This design comes from an exercise in tuning for small area on the open sky130 flow, not from production work.
Function was not checked in any run shown here: the RTL went through the layout flow alone.
Power figures rest on the tool's default switching activity, not on a simulated workload.

===== design/flow/design.v =====
module playFromFile(clk, rst, gpioBank1, gpioBank2, gpioBank3);
  input clk, rst;
  output[3:0] gpioBank1, gpioBank2, gpioBank3;
  reg [15:0] c_g4;
  wire end_g4 = c_g4[0] & c_g4[1] & c_g4[2] & c_g4[3] & c_g4[4] & ~c_g4[5] & c_g4[6] & c_g4[7] & ~c_g4[9] & ~c_g4[10] & ~c_g4[11] & c_g4[12] & ~c_g4[13] & c_g4[14] & ~c_g4[15];
  always @(posedge clk)
    if (rst | end_g4) c_g4 <= 16'd0;
    else c_g4 <= {~c_g4[14:0], c_g4[8] ^ c_g4[14] ^ c_g4[15]};
  reg [14:0] c_a;
  wire end_a = c_a[1] & ~c_a[2] & ~c_a[3] & c_a[4] & c_a[5] & ~c_a[6] & ~c_a[7] & c_a[8] & ~c_a[9] & c_a[10] & c_a[11] & ~c_a[13] & ~c_a[14];
  wire one_a = c_a[1] & c_a[2] & c_a[3] & c_a[4] & c_a[5] & c_a[6] & c_a[7] & c_a[9] & c_a[10] & c_a[11] & c_a[12] & c_a[13] & c_a[14];
  always @(posedge clk)
    if (rst | end_a) c_a <= 15'd0;
    else c_a <= {~c_a[13:0], c_a[6] ^ c_a[14]};
  reg [15:0] c_b4;
  wire end_b4 = c_b4[1] & ~c_b4[2] & c_b4[3] & c_b4[4] & c_b4[5] & ~c_b4[7] & c_b4[8] & c_b4[9] & ~c_b4[10] & c_b4[11] & ~c_b4[12] & ~c_b4[13] & c_b4[14] & ~c_b4[15];
  always @(posedge clk)
    if (rst | end_b4) c_b4 <= 16'd0;
    else c_b4 <= {~c_b4[14:0], c_b4[6] ^ c_b4[15]};
  reg [15:0] c_c5;
  wire end_c5 = ~c_c5[0] & c_c5[1] & ~c_c5[3] & ~c_c5[4] & ~c_c5[5] & c_c5[6] & c_c5[7] & c_c5[8] & ~c_c5[9] & ~c_c5[10] & ~c_c5[11] & ~c_c5[13] & c_c5[14] & ~c_c5[15];
  always @(posedge clk)
    if (rst | end_c5) c_c5 <= 16'd0;
    else c_c5 <= {~c_c5[14:0], ~(c_c5[2] ^ c_c5[15])};
  reg [15:0] c_d5;
  wire end_d5 = c_d5[0] & ~c_d5[1] & c_d5[3] & ~c_d5[5] & ~c_d5[6] & c_d5[7] & ~c_d5[8] & c_d5[9] & ~c_d5[10] & c_d5[11] & ~c_d5[12] & c_d5[13] & c_d5[14] & ~c_d5[15];
  always @(posedge clk)
    if (rst | end_d5) c_d5 <= 16'd0;
    else c_d5 <= {~c_d5[14:0], c_d5[2] ^ c_d5[15]};
  reg [14:0] c_e;
  wire end_e = ~c_e[0] & c_e[4] & c_e[5] & c_e[6] & c_e[7] & c_e[8] & ~c_e[9] & ~c_e[10] & c_e[11] & c_e[12] & c_e[13] & ~c_e[14];
  wire one_e = c_e[1] & c_e[3] & c_e[4] & c_e[5] & c_e[6] & c_e[7] & c_e[8] & c_e[9] & c_e[10] & c_e[11] & c_e[12] & c_e[13] & c_e[14];
  always @(posedge clk)
    if (rst | end_e) c_e <= 15'd0;
    else c_e <= {~c_e[13:0], c_e[0] ^ c_e[14]};
  reg [15:0] c_fs5;
  wire end_fs5 = c_fs5[0] & c_fs5[2] & c_fs5[3] & c_fs5[5] & ~c_fs5[7] & ~c_fs5[8] & ~c_fs5[9] & c_fs5[10] & ~c_fs5[11] & ~c_fs5[12] & c_fs5[13] & c_fs5[14] & c_fs5[15];
  always @(posedge clk)
    if (rst | end_fs5) c_fs5 <= 16'd0;
    else c_fs5 <= {~c_fs5[14:0], c_fs5[2] ^ c_fs5[15]};
  reg [14:0] c_g5;
  wire end_g5 = ~c_g5[0] & c_g5[1] & c_g5[3] & c_g5[4] & ~c_g5[5] & c_g5[6] & ~c_g5[7] & ~c_g5[8] & ~c_g5[9] & ~c_g5[10] & ~c_g5[11] & c_g5[12] & ~c_g5[13] & c_g5[14];
  always @(posedge clk)
    if (rst | end_g5) c_g5 <= 15'd0;
    else c_g5 <= {~c_g5[13:0], c_g5[3] ^ c_g5[14]};
  reg [15:0] c_t;
  wire end_t = ~c_t[0] & ~c_t[1] & ~c_t[2] & ~c_t[3] & c_t[4] & ~c_t[5] & c_t[6] & ~c_t[7] & ~c_t[8] & c_t[9] & ~c_t[10] & ~c_t[11] & c_t[12] & c_t[13] & ~c_t[14];
  wire one_t = c_t[1] & c_t[2] & c_t[3] & c_t[4] & c_t[5] & c_t[6] & c_t[7] & c_t[8] & c_t[9] & c_t[10] & c_t[11] & c_t[12] & c_t[13] & c_t[14] & c_t[15];
  always @(posedge clk)
    if (rst | end_t) c_t <= 16'd0;
    else c_t <= {~c_t[14:0], c_t[6] ^ c_t[15]};
  reg w_g4;
  always @(posedge clk) if (rst) w_g4 <= 1'b0; else if (end_g4) w_g4 <= ~w_g4;
  reg w_b4;
  always @(posedge clk) if (rst) w_b4 <= 1'b0; else if (end_b4) w_b4 <= ~w_b4;
  reg w_c5;
  always @(posedge clk) if (rst) w_c5 <= 1'b0; else if (end_c5) w_c5 <= ~w_c5;
  reg w_d5;
  always @(posedge clk) if (rst) w_d5 <= 1'b0; else if (end_d5) w_d5 <= ~w_d5;
  reg w_fs5;
  always @(posedge clk) if (rst) w_fs5 <= 1'b0; else if (end_fs5) w_fs5 <= ~w_fs5;
  reg w_g5;
  always @(posedge clk) if (rst) w_g5 <= 1'b0; else if (end_g5) w_g5 <= ~w_g5;
  reg w_n880;
  always @(posedge clk) if (rst) w_n880 <= 1'b0; else if (end_a) w_n880 <= ~w_n880;
  reg w_n1318;
  always @(posedge clk) if (rst) w_n1318 <= 1'b0; else if (end_e) w_n1318 <= ~w_n1318;
  reg w_met;
  always @(posedge clk) if (rst) w_met <= 1'b0; else if (end_t) w_met <= ~w_met;
  reg w_a4, w_e5;    
  always @(posedge clk) if (rst) w_a4 <= 1'b0; else if (end_a & w_n880) w_a4 <= ~w_a4;
  always @(posedge clk) if (rst) w_e5 <= 1'b0; else if (end_e & w_n1318) w_e5 <= ~w_e5;
  wire st_n440 = one_a & ~w_n880 & w_a4;
  wire st_n880 = one_a & w_n880;
  wire st_n659 = one_e & ~w_n1318 & w_e5;
  wire st_n1318 = one_e & w_n1318;
  reg [7:0] q_n440;
  always @(posedge clk) if (rst) q_n440 <= 8'd1; else if (st_n440) q_n440 <= {q_n440[6:0], q_n440[7] ^ q_n440[5] ^ q_n440[4] ^ q_n440[3]};
  reg [7:0] q_n880;
  always @(posedge clk) if (rst) q_n880 <= 8'd1; else if (st_n880) q_n880 <= {q_n880[6:0], q_n880[7] ^ q_n880[5] ^ q_n880[4] ^ q_n880[3]};
  reg [7:0] q_n659;
  always @(posedge clk) if (rst) q_n659 <= 8'd1; else if (st_n659) q_n659 <= {q_n659[6:0], q_n659[7] ^ q_n659[5] ^ q_n659[4] ^ q_n659[3]};
  reg [7:0] q_n1318;
  always @(posedge clk) if (rst) q_n1318 <= 8'd1; else if (st_n1318) q_n1318 <= {q_n1318[6:0], q_n1318[7] ^ q_n1318[5] ^ q_n1318[4] ^ q_n1318[3]};
  reg [3:0] Addr;
  wire posMet = one_t & w_met;
  always @(posedge clk)
    if (rst | (Addr == 4'd12)) Addr <= 4'd0;
    else if (posMet) Addr <= Addr + 4'd1;
  assign gpioBank1[0] = w_g4 & (Addr == 4'd0);
  assign gpioBank1[1] = w_a4 & (Addr == 4'd1);
  assign gpioBank1[2] = w_b4 & (Addr == 4'd2);
  assign gpioBank1[3] = w_c5 & (Addr == 4'd3);
  assign gpioBank2[0] = w_d5 & (Addr == 4'd4);
  assign gpioBank2[1] = w_e5 & (Addr == 4'd5);
  assign gpioBank2[2] = w_fs5 & (Addr == 4'd6);
  assign gpioBank2[3] = w_g5 & (Addr == 4'd7);
  assign gpioBank3[0] = q_n440[0] & (Addr == 4'd8);
  assign gpioBank3[1] = q_n659[0] & (Addr == 4'd9);
  assign gpioBank3[2] = q_n880[0] & (Addr == 4'd10);
  assign gpioBank3[3] = q_n1318[0] & (Addr == 4'd11);
endmodule

===== design/flow/constraint.sdc =====
create_clock -name core_clock -period 20.0 [get_ports {clk}]
set_input_delay 4.0000 -clock core_clock [delete_from_list [all_inputs] [get_ports {clk}]]
set_output_delay 4.0000 -clock core_clock [all_outputs]
set_load 0.01 [all_outputs]

===== design/flow/config.mk =====
export PLATFORM = sky130hd
export DESIGN_NAME = playFromFile
export DESIGN_NICKNAME = playFromFile
export VERILOG_FILES = /design/flow/design.v
export SDC_FILE = /design/flow/constraint.sdc
export NUM_CORES = 4
export LEC_CHECK = 0
export CAP_MARGIN = 20
export CORE_MARGIN = 2
export CORE_UTILIZATION = 40
export SLEW_MARGIN = 20

===== design/flow/run.sh =====
#!/bin/bash
# synth_recipe.tcl (not shown) runs the flow's synth.tcl, then flattens the netlist and writes it again
# the make line also repeats each setting of config.mk as NAME=value (left out here)
make -C /OpenROAD-flow-scripts/flow DESIGN_CONFIG=/design/flow/config.mk WORK_HOME=/design/flow/orfs CLKGATE_MAP_FILE= SYNTH_SCRIPT=/design/flow/synth_recipe.tcl finish

==> results.txt, run 1 <==
Hold Vio Cnt, Final 0; Rel. slew slack 0.514; total wire length roughly 9500 um; fin crit period between 6 and 7 ns; n_diodes 0; first-pass iteration count of the detailed router 4; layout cells sized above 1 0.0706; fin nets 588; post-DR wirelength/cell about 12 um; run status timing/DRC/antenna clean; first-pass GRT wire length between 15,000 and 20,000 um; highest cell delay on the worst timing path 0.55 ns; CTS tree done; Slew @ Worst Pin approximately 0.73 ns; total gr overflow 0; DRC 0; # resized after CTS 0; CTS root buffer clkbuf_16; via count approximately 3,700; net switching power roughly 0.00016 W; crit path max fanout 7; initial antenna violation count 0; Leakage just under 3 nW; Tot GR Track Use 0.131; ys async rst share 0; PwrDens around 110 nW/um^2; Netlist cell types 39; hold wc startpoint c_fs5[6]; largest net degree at the start of global routing 58; Post-synth EDFFs 0; period utilisation layout 0.300; CP Launch Point Addr[2]; Clock Latency Late Sink roughly 0.43 ns; fin cells a little under 800; RR Startpoint c_d5[8]; Max Slew Vio Count 0; vias in the first global route between 3,000 and 4,000; Die ar. roughly 16,000 um^2; I/O Buffers 13; clock share of power 0.426; final setup vio count 0; average vias per placed instance 4.77; Die Y-Extent around 130 um; dpl cells between 700 and 800; Int Pwr 0.000584 W; Worst Skew 0.00677 ns; 1st-iter DRT viols 192; Clock Path Buffers 2; RSZ-0062 raised after global routing no; I/O pin count 14; sw frac 0.219; FF+latch count, synth 188; CP startpoint kind flip-flop; Post-DRT Antenna Nets 0; Most used DFF post-synth dfxtp_1; Worst Path Required roughly 16 ns; setup TNS 0 ns; YS warnings 1; max_cap viols 0; Setup WS pre-CTS ~14 ns; cells after synthesis 568; Final Instance Area approximately 6800 um^2; final hold slack 0.382 ns; maximum vdd drop roughly 65 uV; synthesis-to-layout area growth 14.5%; dpl cell area roughly 6200 um^2; Initial Util 0.408; slowest CP cell clkdlybuf4s50_1; Reg clk slew, reported paths approximately 0.07 ns; final setup margin 14.00 ns; core area 14,500 um^2; DP HPWL approximately 6400 um; CP Capture Type primary output; TritonCTS Sinks 188; Netlist Area Pre-Place between 5000 and 6000 um^2; Syn Area/Cell 10.4 um^2; die width roughly 130 um; Combinational Power Share 0.029; Post-CTS Hold Fix Bufs 0; max frequency around 170 MHz; Sequential Power Share 0.546; site row count 44; HP Class reg -> reg; Post-Syn Nets 574; H-tree depth 4; Setup CP Type reg -> out; post-synthesis sequential area ratio 0.637; crit path DAT 2.00 ns; GPL Wtd Cong 0.741; # Post-CTS Setup Buffers 0; Inserted Clock Buffers 17; CP Cell Sequence nor2b_1, and3_1, clkdlybuf4s50_1
==> power groups by stage <==
stage	sequential (W)	combinational, W	clock [W]
floorplan	0.000413	0.0000184	0
global placement	0.000416	0.0000207	0
detailed placement	0.000416	0.0000218	0
CTS	0.000408	0.0000220	0.000326
global route	0.000411	0.0000250	0.000342
finish	0.000408	0.0000214	0.000318
==> worst max-delay path: cells and delay by family (launching register included) <==
family	cells	cell delay (ns)
AND/OR/NAND/NOR	2	0.61
buffers and inverters	1	0.55
flip-flops	1	0.42
==> flip-flops by register name, summed over array words and instances, names as in the netlist, 15 cells and up <==
register,count
c_b4,16
c_d5,16
c_a,15
c_fs5,16
c_c5,16
c_g5,15
c_g4,16
c_t,16
c_e,15
==> cell type report <==
class                      count  area [um^2]
multi-input combinational    356         2050
clock buffer                  19          453
fill                        1336         7710
sequential                   188         3760
clock inverter                13          115
tap                          184          230
timing repair buffer          15          140
inverter                       4         15.0
==> final timing paths <==
kind | to | slack (ns) | cells after the start
worst max-delay path | gpioBank2[0] | 14.00 | 3
worst min-delay path | c_fs5[7] | 0.38 | 1
worst max register to register | c_d5[0] | 18.22 | 4
worst min register to register | c_fs5[7] | 0.38 | 1
==> synthesized netlist by cell type, types with 2 or more instances <==
library cell  count  share of area
a211o_1           4         0.0059
a21oi_1           6         0.0051
and3_1           18          0.019
and4_1            5         0.0074
and4b_1           3         0.0051
clkbuf_1         18          0.011
dfxtp_1         188           0.64
ha_1              4         0.0085
inv_1             4         0.0025
mux2i_1          28          0.047
nand2_1           6         0.0038
nand2b_1          6         0.0063
nand3_1           3         0.0025
nand4_1          10          0.011
nand4_2           2         0.0042
nand4b_1          5         0.0074
nand4bb_1         2         0.0038
nor2_1          185           0.12
nor2b_1           2         0.0021
nor4_1            9         0.0095
nor4b_1           2         0.0030
nor4bb_1          4         0.0068
o21ai_0           4         0.0034
or2_1             2         0.0021
or2_2             2         0.0021
or3_1             4         0.0042
xnor2_1          25          0.037
xor2_1            6         0.0089
==> per-stage QoR <==
stage | utilization | power (W)
floorplan | - | 0.000431
finish | 0.468 | 0.000747
CTS | 0.468 | 0.000756
global route | 0.468 | 0.000777
detailed placement | 0.428 | 0.000438
global placement | 0.428 | 0.000436
==> routing by layer <==
metal | vias up | track usage | part of all wire
met1 | 1756 | 0.166 | 0.50
met5 | - | 0 | 0
met2 | 35 | 0.200 | 0.44
met4 | 0 | 0.0614 | 0.023
met3 | 17 | 0.0466 | 0.032
li1 | 1910 | - | -
==> kinds of logic (layout without fill, tap and decap cells) <==
logic type / Yosys count / in the layout / share of synthesized area
xor gates and xnor gates: 31 / 31 / 0.0459
muxes: 28 / 28 / 0.0474
buffers and inverters: 24 / 51 / 0.0161
AOI/OAI and AO/OA: 16 / 16 / 0.0171
adders and majority gates: 4 / 4 / 0.00847
and+or+nand+nor: 277 / 277 / 0.228
DFF: 188 / 188 / 0.637
==> placed cells by master, fill, tap and decap left out, types with 3 or more instances in the layout <==
cell,count
and4_1,5
nand4b_1,5
inv_6,3
or3_1,4
xnor2_1,25
a21oi_1,6
clkinv_4,3
and4b_1,3
clkbuf_16,17
nand4_1,10
nor4bb_1,4
o21ai_0,4
inv_1,4
nand3_1,3
nor4_1,9
nand2b_1,6
and3_1,18
nor2_1,185
clkdlybuf4s50_1,12
xor2_1,6
mux2i_1,28
a211o_1,4
dfxtp_1,188
ha_1,4
clkinv_2,5
nand2_1,6
==> run 2: changes to the inputs <==
--- a/design/flow/config.mk
+++ b/design/flow/config.mk
@@ -8,4 +8,6 @@
 export CAP_MARGIN = 20
 export CORE_MARGIN = 2
 export CORE_UTILIZATION = 40
+export CTS_BUF_LIST = sky130_fd_sc_hd__clkbuf_8
+export CTS_CLUSTER_SIZE = 20
 export SLEW_MARGIN = 20
==> results.txt, run 2 <==
largest cells by area after synthesis dfxtp_1 64%, nor2_1 12%, mux2i_1 4.7%, xnor2_1 3.7%, and3_1 1.9%; CP startpoint kind flip-flop; Combinational Power Share 0.032 (+0.003); fin cells 779 (unchanged); total wire length 9300 um (-1.9%); YS warnings 1 (unchanged); Worst Path Required 16.00 ns (about the same); final setup vio count 0 (unchanged); crit path DAT 2.03 ns (+0.03 ns); post-synthesis compound-gate area fraction 0.0171 (unchanged); main combinational cell family by area after synthesis simple AND/OR/NAND/NOR gates; die width 126 um (unchanged); Worst Skew 0.00969 ns (+0.00292 ns); HP Class reg -> reg; RSZ-0062 raised after global routing no; Synth Area in Adders 0.00847 (unchanged); Synth top area share 0.637 (unchanged); Slew @ Worst Pin 0.728 ns (+0.00101 ns); crit path max fanout 7 (unchanged); FF+latch count, synth 188 (unchanged); fin nets 588 (unchanged); DRC 0 (unchanged); vias in the first global route 3,651 (+0.027%); Synth top cells by count 188 x dfxtp_1, 185 x nor2_1, 28 x mux2i_1; slowest CP cell clkdlybuf4s50_1; mux cell area share after synthesis 0.0474 (unchanged); max frequency 166 MHz (-0.49%); Post-Syn Nets 574 (unchanged); DP HPWL 6350 um (unchanged); Clock Path Buffers 2 (unchanged); Int Pwr 0.000511 W (-13%); max_cap viols 0 (unchanged); Leakage 2.82 nW (-3.0%); cells after synthesis 568 (unchanged); GPL Wtd Cong 0.741 (unchanged); net switching power 0.000151 W (-7.7%); CTS tree done; largest net degree at the start of global routing 58 (unchanged); # resized after CTS 0 (unchanged); post-synthesis sequential area ratio 0.637 (unchanged); area leader, netlist dfxtp_1; run status timing/DRC/antenna clean; PwrDens 101 nW/um^2 (-8.9%); average vias per placed instance 4.76 (-0.30%); fin crit period 6.03 ns (+0.0297 ns); Netlist cell types 39 (unchanged); Most used DFF post-synth dfxtp_1; TritonCTS Sinks 188 (unchanged); dpl cells 747 (unchanged); site row count 44 (unchanged); Syn Area/Cell 10.4 um^2 (unchanged); period utilisation layout 0.302 (+0.00149); Tot GR Track Use 0.129 (-0.00208); H-tree depth 4 (unchanged); Netlist Area Pre-Place 5910 um^2 (unchanged); final hold slack 0.385 ns (+0.00356 ns); highest cell delay on the worst timing path 0.55 ns (about the same); synthesis-to-layout area growth 11.3%; sw frac 0.228 (+0.00934); 1st-iter DRT viols 142 (-26%); Hold Vio Cnt, Final 0 (unchanged); layout cells sized above 1 0.0706 (unchanged); Initial Util 0.408 (unchanged); Post-DRT Antenna Nets 0 (unchanged); post-DR wirelength/cell 11.9 um (-1.9%); Die ar. 15,800 um^2 (unchanged); core area 14,500 um^2 (unchanged); Sequential Power Share 0.616 (+0.070); CTS root buffer clkbuf_8; Rel. slew slack 0.514 (-0.000672); via count 3,707 (-0.30%); Final Util 0.454 (-0.0132); first-pass GRT wire length 16,500 um (-0.99%); setup TNS 0 ns (unchanged); FILL cells 1,365 (+2.2%); I/O pin count 14 (unchanged); commonest non-fill, non-tap cell in the layout dfxtp_1; Post-CTS Hold Fix Bufs 0 (unchanged); clock share of power 0.352 (-0.074); most frequent cell after synthesis dfxtp_1; ys async rst share 0 (unchanged); n_diodes 0 (unchanged); Die Y-Extent 126 um (unchanged); first-pass iteration count of the detailed router 4 (unchanged); Inserted Clock Buffers 17 (unchanged); CP Buf/Inv Count 1 (unchanged); Max Slew Vio Count 0 (unchanged); CP Capture Type primary output; Post-Synth Simple-Gate Area 0.228 (unchanged); Reg clk slew, reported paths 0.09 ns (+0.02 ns); Post-synth EDFFs 0 (unchanged); initial antenna violation count 0 (unchanged); most frequent cells in the layout 188 x dfxtp_1, 185 x nor2_1, 28 x mux2i_1; Clock Latency Late Sink 0.44 ns (about the same); CP Cell Sequence nor2b_1, and3_1, clkdlybuf4s50_1; I/O Buffers 13 (unchanged); Setup CP Type reg -> out; total gr overflow 0 (unchanged); family with the most delay on the worst path simple AND/OR/NAND/NOR gates; # Post-CTS Setup Buffers 0 (unchanged); maximum vdd drop 38.7 uV (-41%); XOR/XNOR Fraction of Synth Area 0.0459 (unchanged)
[run 2: cell counts after synthesis]
Identical to the previous run, type by type.
[run 2: metal layers]
metal | GRT usage | share of wire
met4 | 0.0673 | 0.022
met3 | 0.0389 | 0.027
met1 | 0.159 | 0.50
met5 | 0 | 0
met2 | 0.204 | 0.45
[run 2: cells by family after synthesis]
| group | count (synthesis) |
|---|---|
| compound gates | 16 |
| xor+xnor | 31 |
| fa+ha+maj | 4 |
| buf+inv | 24 |
| flops | 188 |
| mux | 28 |
| simple gates | 277 |
[run 2: path summary, 6_finish.rpt]
kind,start,to,cells past startpoint,slack [ns]
hold / removal,c_fs5[6],c_fs5[7],1,0.39
setup / recovery,Addr[2],gpioBank2[1],3,13.97
setup reg to reg,c_d5[8],c_d5[0],4,18.22
hold reg to reg,c_fs5[6],c_fs5[7],1,0.39
[run 2: area by class of cell]
cell class              count  area (um^2)  share of cell area
well taps                 184          230              0.0350
clock inverters            13          115              0.0175
repair buffers             15          140              0.0213
inverters                   4         15.0             0.00228
clock buffers              19          262              0.0397
multi-input cells         356         2050               0.312
flip-flops and latches    188         3760               0.572
[run 2: stage by stage]
step / setup slack (ns) / instance area [um^2] / total power, W
floorplan: 15.03 / 5910 / 0.000431
global placement: 14.25 / 6200 / 0.000436
detailed placement: 14.21 / 6200 / 0.000438
CTS: 13.94 / 6580 / 0.000672
global route: 13.89 / 6580 / 0.000692
finish: 13.97 / 6580 / 0.000662
[run 2: power by group through the flow]
stage / logic (W) / clock network [W] / registers (W)
after floorplan: 0.0000184 / 0 / 0.000413
after global placement: 0.0000207 / 0 / 0.000416
after detailed placement: 0.0000218 / 0 / 0.000416
after CTS: 0.0000219 / 0.000242 / 0.000408
after global routing: 0.0000250 / 0.000257 / 0.000410
final: 0.0000213 / 0.000233 / 0.000407
[run 2: worst register-to-register path: cells and delay by family, from the launching register on]
| kind | cells | cell delay [ns] |
|---|---|---|
| DFF | 1 | 0.32 |
| and+or+nand+nor | 4 | 1.34 |
==> run 3: changes to the inputs <==
==> design/flow/flow/run.sh (new file) <==
#!/bin/bash
# Standard ORFS layout (the standard.sh, standard synthesis unchanged) with two changes:
# clock tree synthesis without dummy loads, and buf_1 cells as the port buffers.
set -o pipefail
cp standard.sh standard_sh.log
export CTS_ARGS="-sink_clustering_enable -repair_clock_nets -dont_use_dummy_load"
export BUFFER_PORTS_ARGS="-buffer_cell sky130_fd_sc_hd__buf_1"
bash standard.sh > standard_run.log 2>&1
==> design/flow/standard.sh (new file) <==
#!/bin/bash
# synth_recipe.tcl (not shown) runs the flow's synth.tcl, then flattens the netlist and writes it again
# the make line also repeats each setting of config.mk as NAME=value (left out here)
make -C /OpenROAD-flow-scripts/flow DESIGN_CONFIG=/design/flow/config.mk WORK_HOME=/design/flow/orfs CLKGATE_MAP_FILE= SYNTH_SCRIPT=/design/flow/synth_recipe.tcl "${@:-finish}"
--- a/design/flow/config.mk
+++ b/design/flow/config.mk
@@ -9,5 +9,4 @@
 export CORE_MARGIN = 2
 export CORE_UTILIZATION = 40
 export CTS_BUF_LIST = sky130_fd_sc_hd__clkbuf_8
-export CTS_CLUSTER_SIZE = 20
 export SLEW_MARGIN = 20
removed: design/flow/run.sh
==> results.txt, run 3 <==
RSZ-0062 raised after global routing no; fin cells 763 (-2.1%); I/O pin count 14 (unchanged); CP Capture Type primary output; area leader, netlist dfxtp_1; Hold Vio Cnt, Final 0 (unchanged); Setup CP Type reg -> out; crit path DAT 1.53 ns (-0.50 ns); Die ar. 15,800 um^2 (unchanged); Clock Path Buffers 2 (unchanged); first-pass iteration count of the detailed router 4 (unchanged); Inserted Clock Buffers 17 (unchanged); vias in the first global route 3,746 (+2.6%); Clock Latency Late Sink 0.43 ns (about the same); Max Slew Vio Count 0 (unchanged); post-DR wirelength/cell 12.3 um (+2.8%); dpl cells 746 (-0.13%); net switching power 0.000142 W (-5.7%); Netlist Area Pre-Place 5910 um^2 (unchanged); 1st-iter DRT viols 173 (+22%); Post-CTS Hold Fix Bufs 0 (unchanged); final setup vio count 0 (unchanged); max frequency 181 MHz (+9.1%); Most used DFF post-synth dfxtp_1; Netlist cell types 39 (unchanged); Sequential Power Share 0.587 (-0.029); post-synthesis sequential area ratio 0.637 (unchanged); max_cap viols 0 (unchanged); Post-DRT Antenna Nets 0 (unchanged); site row count 44 (unchanged); Syn Area/Cell 10.4 um^2 (unchanged); YS warnings 1 (unchanged); TritonCTS Sinks 188 (unchanged); largest net degree at the start of global routing 78 (+34%); n_diodes 0 (unchanged); CP startpoint kind flip-flop; Post-Syn Nets 574 (unchanged); DP HPWL 6370 um (+0.17%); GPL Wtd Cong 0.753 (+1.6%); commonest non-fill, non-tap cell in the layout dfxtp_1; Initial Util 0.408 (unchanged); die width 126 um (unchanged); Combinational Power Share 0.030 (-0.002); core area 14,500 um^2 (unchanged); Synth top cells by count 188 x dfxtp_1, 185 x nor2_1, 28 x mux2i_1; Post-synth EDFFs 0 (unchanged); RR Startpoint c_d5[8]; HP Class reg -> reg; average vias per placed instance 4.82 (+1.2%); # Post-CTS Setup Buffers 0 (unchanged); maximum vdd drop 61.5 uV (+59%); Slew @ Worst Pin 0.743 ns (+0.0151 ns); sw frac 0.204 (-0.0234); Int Pwr 0.000553 W (+8.3%); CP Launch Point Addr[0]; Worst Skew 0.0146 ns (+0.00492 ns); Leakage 2.81 nW (-0.64%); ys async rst share 0 (unchanged); setup TNS 0 ns (unchanged); PwrDens 106 nW/um^2 (+5.7%); run status timing/DRC/antenna clean; crit path max fanout 5 (-2); total gr overflow 0 (unchanged); most frequent cells in the layout 188 x dfxtp_1, 185 x nor2_1, 28 x mux2i_1; first-pass GRT wire length 16,800 um (+2.0%); layout cells sized above 1 0.0449 (-0.0257); final hold slack 0.377 ns (-0.00834 ns); # resized after CTS 0 (unchanged); FF+latch count, synth 188 (unchanged); H-tree depth 4 (unchanged); FILL cells 1,354 (-0.81%); Reg clk slew, reported paths 0.06 ns (-0.03 ns); I/O Buffers 13 (unchanged); most frequent cell after synthesis dfxtp_1; synthesis-to-layout area growth 10.7%; Critical Path End gpioBank1[0]; cells after synthesis 568 (unchanged); largest cells by area after synthesis dfxtp_1 64%, nor2_1 12%, mux2i_1 4.7%, xnor2_1 3.7%, and3_1 1.9%; Synth top area share 0.637 (unchanged); CTS tree done; Die Y-Extent 126 um (unchanged); Worst Path Required 16.00 ns (about the same); via count 3,674 (-0.89%); fin nets 587 (-0.17%); total wire length 9360 um (+0.69%); initial antenna violation count 0 (unchanged); Tot GR Track Use 0.131 (+0.00264); worst reg-to-reg setup slack 18.18 ns (-0.04 ns); period utilisation layout 0.276 (-0.0251); fin crit period 5.53 ns (-0.503 ns); worst r2r dst c_d5[0]; clock share of power 0.383 (+0.031); R2R depth 4 (unchanged); Rel. slew slack 0.505 (-0.00903); DRC 0 (unchanged); CTS root buffer clkbuf_16
[run 3: cell counts after synthesis]
Identical to the previous run, type by type.
[run 3: area by class of cell]
cell class	count	area (um^2)	area share
sequential	188	3760	0.575
multi-input combinational	356	2050	0.314
clock buffer	17	425	0.0650
tap	184	230	0.0352
timing repair buffer	14	57.6	0.00879
inverter	4	15.0	0.00229
[run 3: worst min-delay path by stage]
stage / endpoint / from / cells past startpoint
6_report: c_d5[5] / c_d5[4] / 1
5_1_grt: c_c5[13] / c_c5[12] / 1
4_1_cts: c_d5[5] / c_d5[4] / 1
3_5_place_dp: c_c5[13] / c_c5[12] / 1
3_3_place_gp: c_fs5[5] / c_fs5[4] / 1
2_1_floorplan: c_a[1] / c_a[0] / 1
[run 3: per-layer routing]
metal	GRT usage	up-vias	share of wire
met5	0	-	0
met3	0.0432	17	0.035
met4	0.0654	0	0.026
met2	0.213	44	0.46
li1	-	1897	-
met1	0.157	1716	0.48
[run 3: logic make-up (layout without fill, tap and decap cells)]
family,Yosys count,after routing,share of synthesized area
buffers and inverters,24,35,0.0161
and+or+nand+nor,277,277,0.228
muxes,28,28,0.0474
xor gates and xnor gates,31,31,0.0459
adders and majority gates,4,4,0.00847
DFF,188,188,0.637
AOI/OAI and AO/OA,16,16,0.0171
[run 3: power by group through the flow]
stage	clock (W)	sequential (W)	combinational [W]
finish	0.000266	0.000408	0.0000212
global route	0.000289	0.000411	0.0000247
CTS	0.000274	0.000408	0.0000218
detailed placement	0	0.000416	0.0000217
global placement	0	0.000416	0.0000206
floorplan	0	0.000413	0.0000184
[run 3: critical path, stage by stage, from the launching register on]
cell,delay [ns]
dfxtp_1,0.40
inv_1,0.11
ha_1,0.26
and3_1,0.20
buf_1,0.13
[run 3: metrics by stage]
step | worst slack (ns) | total power [W] | util | area, um^2
finish | 14.47 | 0.000695 | 0.452 | 6550
global placement | 14.19 | 0.000437 | 0.423 | 6120
global route | 14.35 | 0.000725 | 0.452 | 6550
floorplan | 15.03 | 0.000431 | - | 5910
detailed placement | 14.11 | 0.000438 | 0.423 | 6120
CTS | 14.42 | 0.000705 | 0.452 | 6550

[port drivers added, routing unchanged]
The results above use ideal ports. As a check the final layouts listed here were re-extracted and re-timed, cells and wires unchanged.
Step 1: set_driving_cell puts a clkbuf_16 on clk and a buf_2 on each other input, an assumption about the parent block.
Step 2, shift: input delay + t, output delay - t, t = (earliest + latest rising clock arrival at the registers) / 2. This alone moves slack from input paths to output paths.
Slacks: ideal / step 1 / step 2; pairs: ideal / step 1.
| run | shift t [ns] | slack for setup (ns) | worst setup path at the end |
|---|---|---|---|
| run 1 | 0.464 | 13.998 / 13.955 / 14.229 | input to register |
| run 2 | 0.480 | 13.968 / 13.930 / 14.245 | input to register |
| run 3 | 0.461 | 14.471 / 14.431 / 14.167 | input to register |
After both steps every run listed still meets setup and hold. The setup slack of run 3, which loses most, moves by -0.040 ns with the drivers and by -0.304 ns with both steps.
